What follows belongs to an exercise in optimizing a design on an open flow for small area; a production flow would make more cautious choices. Function was checked by simulation only, so behaviour that the tests miss may differ from the original.

==> inputs of run D <==
==> flow/design.v <==
`timescale 1ns / 1ps
module c_aoi222(input a1, input b1, input a2, input b2, input a3, input b3, output y);
    assign y = ~((a1 & b1) | (a2 & b2) | (a3 & b3));
endmodule
module c_nand2(input a, input b, output y);
    assign y = ~(a & b);
endmodule
module c_nand3(input a, input b, input c, output y);
    assign y = ~(a & b & c);
endmodule
module c_nand4(input a, input b, input c, input d, output y);
    assign y = ~(a & b & c & d);
endmodule
module c_inv(input a, output y);
    assign y = ~a;
endmodule
module c_nor2(input a, input b, output y);
    assign y = ~(a | b);
endmodule
module c_or2(input a, input b, output y);
    assign y = a | b;
endmodule
module c_or3(input a, input b, input c, output y);
    assign y = a | b | c;
endmodule
module ao8(input [7:0] s, input [7:0] d, output y);
    wire [3:0] n;
    c_aoi222 g0(s[0], d[0], s[1], d[1], s[2], d[2], n[0]);
    c_aoi222 g1(s[3], d[3], s[4], d[4], s[5], d[5], n[1]);
    c_nand2  g2(s[6], d[6], n[2]);
    c_nand2  g3(s[7], d[7], n[3]);
    c_nand4  h0(n[0], n[1], n[2], n[3], y);
endmodule
module ao16(input [15:0] s, input [15:0] d, output y);
    wire [5:0] n;
    wire [1:0] o;
    c_aoi222 g0(s[0],  d[0],  s[1],  d[1],  s[2],  d[2],  n[0]);
    c_aoi222 g1(s[3],  d[3],  s[4],  d[4],  s[5],  d[5],  n[1]);
    c_aoi222 g2(s[6],  d[6],  s[7],  d[7],  s[8],  d[8],  n[2]);
    c_aoi222 g3(s[9],  d[9],  s[10], d[10], s[11], d[11], n[3]);
    c_aoi222 g4(s[12], d[12], s[13], d[13], s[14], d[14], n[4]);
    c_nand2  g5(s[15], d[15], n[5]);
    c_nand3  h0(n[0], n[1], n[2], o[0]);
    c_nand3  h1(n[3], n[4], n[5], o[1]);
    c_or2    h2(o[0], o[1], y);
endmodule
module ao32(input [31:0] s, input [31:0] d, output y);
    wire [11:0] n;
    wire [2:0] o;
    genvar i;
    for (i = 0; i < 10; i = i + 1) begin : g
        c_aoi222 a(s[3*i], d[3*i], s[3*i+1], d[3*i+1], s[3*i+2], d[3*i+2], n[i]);
    end
    c_nand2 g10(s[30], d[30], n[10]);
    c_nand2 g11(s[31], d[31], n[11]);
    c_nand4 h0(n[0], n[1], n[2],  n[3],  o[0]);
    c_nand4 h1(n[4], n[5], n[6],  n[7],  o[1]);
    c_nand4 h2(n[8], n[9], n[10], n[11], o[2]);
    c_or3   h3(o[0], o[1], o[2], y);
endmodule
module dec16(input [3:0] a, output [15:0] y);
    wire [3:0] an;
    wire [3:0] lo_n, hi_n;
    genvar i;
    for (i = 0; i < 4; i = i + 1) begin : g_inv
        c_inv v(a[i], an[i]);
    end
    c_nand2 l0(an[1], an[0], lo_n[0]);
    c_nand2 l1(an[1], a[0],  lo_n[1]);
    c_nand2 l2(a[1],  an[0], lo_n[2]);
    c_nand2 l3(a[1],  a[0],  lo_n[3]);
    c_nand2 h0(an[3], an[2], hi_n[0]);
    c_nand2 h1(an[3], a[2],  hi_n[1]);
    c_nand2 h2(a[3],  an[2], hi_n[2]);
    c_nand2 h3(a[3],  a[2],  hi_n[3]);
    for (i = 0; i < 16; i = i + 1) begin : g_out
        c_nor2 n(lo_n[i % 4], hi_n[i / 4], y[i]);
    end
endmodule
`timescale 1ns / 1ps
module ICache_pipeline #(
    parameter IW = 4,               
    parameter TW = 28 - IW          
)(
    input wire clk,
    input wire rst,
    input wire iuncache_i,
    output wire stall,
    input wire flush,
    input wire valid,
    input wire [31:0] vaddr_i1,
    input wire [31:0] vaddr_i2,
    input wire [31:0] paddr_i,
    output wire data_ok1,
    output wire data_ok2,
    output wire [31:0] rdata1,
    output wire [31:0] rdata2,
    output wire [31:0] raddr1,
    output wire [31:0] raddr2,
    output wire [7:0] rd_len,
    output wire rd_req,
    output wire [31:0] rd_addr,
    input wire ret_valid,
    input wire [127:0] ret_data
    );
    localparam NS = 1 << IW;
    wire [TW-1:0] ptag_1  = paddr_i[31:4+IW];
    wire [IW-1:0] index_1 = paddr_i[4+IW-1:4];
    reg [TW-1:0] ptag_2;
    reg [IW-1:0] index_2;
    reg [3:0]    offset_2;
    reg          valid_2;
    reg          iuncache_2;
    reg [31:0]   vaddr_i1_2;
    reg [31:0]   vaddr_i2_2;
    always @(posedge clk) begin
        if (~rst | flush) begin
            valid_2    <= 1'b0;
            iuncache_2 <= 1'b0;
            ptag_2     <= {TW{1'b0}};
            index_2    <= {IW{1'b0}};
        end else if (!stall) begin
            valid_2    <= valid;
            iuncache_2 <= iuncache_i;
            ptag_2     <= ptag_1;
            index_2    <= index_1;
        end
    end
    always @(posedge clk) begin
        if (!stall) begin
            offset_2   <= paddr_i[3:0];
            vaddr_i1_2 <= vaddr_i1;
            vaddr_i2_2 <= vaddr_i2;
        end
    end
    reg [127:0]  data0 [0:NS-1];
    reg [127:0]  data1 [0:NS-1];
    reg [TW-1:0] tag0  [0:NS-1];
    reg [TW-1:0] tag1  [0:NS-1];
    reg [NS-1:0] vld0, vld1;
    reg [NS-1:0] LRU;
    wire [NS-1:0] dec;
    integer k;
    dec16 u_dec(.a(index_2), .y(dec));
    wire LRU_current;
    ao16 u_lru(.s(dec), .d(LRU), .y(LRU_current));
    wire wea_way0 = ret_valid & ~LRU_current;
    wire wea_way1 = ret_valid &  LRU_current;
    always @(posedge clk) begin
        for (k = 0; k < NS; k = k + 1) begin
            if (wea_way0 && dec[k]) begin
                data0[k] <= ret_data;
                tag0[k]  <= ptag_2;
            end
            if (wea_way1 && dec[k]) begin
                data1[k] <= ret_data;
                tag1[k]  <= ptag_2;
            end
        end
    end
    always @(posedge clk) begin
        if (~rst) begin
            vld0 <= {NS{1'b0}};
            vld1 <= {NS{1'b0}};
        end else begin
            vld0 <= vld0 | ({NS{wea_way0}} & dec);
            vld1 <= vld1 | ({NS{wea_way1}} & dec);
        end
    end
    wire [TW-1:0] tag0_r, tag1_r;
    wire vld0_r, vld1_r;
    genvar b, s;
    for (b = 0; b < TW; b = b + 1) begin : g_tag
        wire [NS-1:0] c0, c1;
        for (s = 0; s < NS; s = s + 1) begin : g_set
            assign c0[s] = tag0[s][b];
            assign c1[s] = tag1[s][b];
        end
        ao16 u0(.s(dec), .d(c0), .y(tag0_r[b]));
        ao16 u1(.s(dec), .d(c1), .y(tag1_r[b]));
    end
    ao16 u_vld0(.s(dec), .d(vld0), .y(vld0_r));
    ao16 u_vld1(.s(dec), .d(vld1), .y(vld1_r));
    wire hit_judge_way0 = vld0_r && (tag0_r == ptag_2);
    wire hit_judge_way1 = vld1_r && (tag1_r == ptag_2);
    wire hit  = (hit_judge_way0 | hit_judge_way1) && valid_2 && !iuncache_2;
    wire nhit = iuncache_2 ? 1'b1 : ~(hit_judge_way0 | hit_judge_way1) & valid_2;
    wire [2*NS-1:0] lsel = {dec & {NS{~hit_judge_way0}}, dec & {NS{hit_judge_way0}}};
    wire [127:0] line;
    for (b = 0; b < 128; b = b + 1) begin : g_line
        wire [2*NS-1:0] c;
        for (s = 0; s < NS; s = s + 1) begin : g_set
            assign c[s]      = data0[s][b];
            assign c[NS + s] = data1[s][b];
        end
        ao32 u(.s(lsel), .d(c), .y(line[b]));
    end
    wire [1:0] w1 = offset_2[3:2];
    wire [1:0] w2 = offset_2[3:2] + 2'b1;
    wire [3:0] w1h = 4'b1 << w1;
    wire [3:0] w2h = 4'b1 << w2;
    wire u = iuncache_i & ret_valid;
    wire rv = nhit & ret_valid;
    wire [3:0] c1 = {4{hit & ~u}} & w1h;
    wire [3:0] r1 = u ? 4'b0001 : {4{rv}} & w1h;
    wire [3:0] c2 = {4{hit & (|vaddr_i2_2[3:0])}} & w2h;
    wire [3:0] r2 = {4{rv}} & w2h;
    for (b = 0; b < 32; b = b + 1) begin : g_out
        ao8 u1(.s({r1, c1}),
               .d({ret_data[96+b], ret_data[64+b], ret_data[32+b], ret_data[b],
                   line[96+b], line[64+b], line[32+b], line[b]}),
               .y(rdata1[b]));
        ao8 u2(.s({r2, c2}),
               .d({ret_data[96+b], ret_data[64+b], ret_data[32+b], ret_data[b],
                   line[96+b], line[64+b], line[32+b], line[b]}),
               .y(rdata2[b]));
    end
    always @(posedge clk) begin
        if (~rst)
            LRU <= {NS{1'b0}};
        else if (data_ok1 | data_ok2)
            LRU[index_1] <= hit ? hit_judge_way0 : !hit_judge_way0;
    end
    assign data_ok1 = (iuncache_2 && ret_valid) | hit | (nhit && ret_valid);
    assign data_ok2 = (iuncache_2 && ret_valid) ? 1'b0 :
                      (offset_2[3:2] == 2'b11) ? 1'b0 :
                      data_ok1;
    assign raddr1 = vaddr_i1_2;
    assign raddr2 = vaddr_i2_2;
    assign rd_len  = (iuncache_i & rd_req) ? 8'h0 : 8'h3;
    assign rd_req  = nhit && !ret_valid;
    assign rd_addr = iuncache_i ? {ptag_2, index_2, offset_2} : {ptag_2, index_2, 4'b0};
    assign stall = (iuncache_2 | nhit) & ~data_ok1;
endmodule
==> flow/run.sh <==
#!/bin/bash
# synth_recipe.tcl (not shown) runs the flow's synth.tcl, then flattens the netlist and writes it again
# the make line also repeats each setting of config.mk as NAME=value (left out here)
make -C /OpenROAD-flow-scripts/flow DESIGN_CONFIG=/design/flow/config.mk WORK_HOME=/design/flow/orfs CLKGATE_MAP_FILE= SYNTH_SCRIPT=/design/flow/synth_recipe.tcl finish
==> flow/config.mk <==
export PLATFORM = sky130hd
export DESIGN_NAME = ICache_pipeline
export DESIGN_NICKNAME = ICache_pipeline
export VERILOG_FILES = /design/flow/design.v
export SDC_FILE = /design/flow/constraint.sdc
export NUM_CORES = 4
export LEC_CHECK = 0
export CAP_MARGIN = 10
export CORE_MARGIN = 2
export CORE_UTILIZATION = 40
export CTS_BUF_LIST = sky130_fd_sc_hd__clkbuf_16
export CTS_CLUSTER_DIAMETER = 80
export CTS_CLUSTER_SIZE = 24
export SLEW_MARGIN = 10
export SYNTH_HIERARCHICAL = 1
==> flow/constraint.sdc <==
create_clock -name core_clock -period 12.0 [get_ports {clk}]
set_input_delay 2.4000 -clock core_clock [delete_from_list [all_inputs] [get_ports {clk}]]
set_output_delay 2.4000 -clock core_clock [all_outputs]
set_load 0.01 [all_outputs]
==> run P: changes against run D <==
--- a/flow/config.mk
+++ b/flow/config.mk
@@ -7,3 +7,3 @@
 export LEC_CHECK = 0
-export CAP_MARGIN = 10
+export CAP_MARGIN = 5
 export CORE_MARGIN = 2
@@ -12,4 +12,4 @@
 export CTS_CLUSTER_DIAMETER = 80
-export CTS_CLUSTER_SIZE = 24
-export SLEW_MARGIN = 10
+export CTS_CLUSTER_SIZE = 26
+export SLEW_MARGIN = 5
 export SYNTH_HIERARCHICAL = 1
==> impl_metrics.json <==
{
  "dp_slack_ns": 2.23,
  "clk_latency_ns": 0.99,
  "power_frac_seq_pct": 66.0,
  "crit_buf_inv": 4,
  "drtIter0Drc": 23466,
  "buffers": 731,
  "holdWs_ns": 0.471,
  "final_util_pct": 44.9,
  "cts_buffers": 225,
  "dr_wl_met2_um": 259000,
  "firstDrtPassIters": 13,
  "status": "finished clean",
  "pg_clk_mw": 8.87,
  "path_cells": "nand2_1 > nor2_4 > buf_4 > a222oi_1 > nand3_1 > or2_1 > xnor2_1 > nand4_1 > nor4_1 > nand4_1 > buf_4 > and2_4 > buf_12 > a222oi_1 > nand4_1 > or3_1 > a222oi_1 > nand4_1 > clkdlybuf4s50_1",
  "cp-endpoint": "rdata2[31]"
}
# the run above: run P

==> impl_metrics.json <==
{
  "dp_slack_ns": 2.24,
  "clk_latency_ns": 1.05,
  "final_util_pct": 45.0,
  "dr_wl_met2_um": 259000,
  "buffers": 733,
  "crit_buf_inv": 5,
  "power_frac_seq_pct": 65.5,
  "status": "finished clean",
  "cts_buffers": 241,
  "firstDrtPassIters": 14,
  "drtIter0Drc": 23581
}
# the run above: run D

## static timing again, ports no longer ideal
In the flow no input, the clock included, has a driving cell. The finished layouts below were timed again as built, in two steps. Step 1 assumes that a clkbuf_16 drives the clock port and a buf_2 every other input. Step 2 adds t to the input delays and takes it off the output delays; t is the mean of the earliest and latest rising clock arrival at the registers after step 1. Input paths then give back, and output paths get back, about the clock's delay inside the block. Slacks: no drivers / after step 1 / after step 2; pairs: no drivers / after step 1.
run | t (ns) | slack for setup (ns) | hold slack, ns | clock arrival spread, ns | cell pins on the clock port's net
run D | 1.093 | 0.866 / 0.754 / 1.847 | 0.469 / 0.469 / 0.469 | 0.137 / 0.138 | 1
run P | 1.073 | 0.990 / 0.875 / 1.948 | 0.471 / 0.471 / 0.471 | 0.132 / 0.132 | 1
After both steps setup and hold are still met in every run listed.
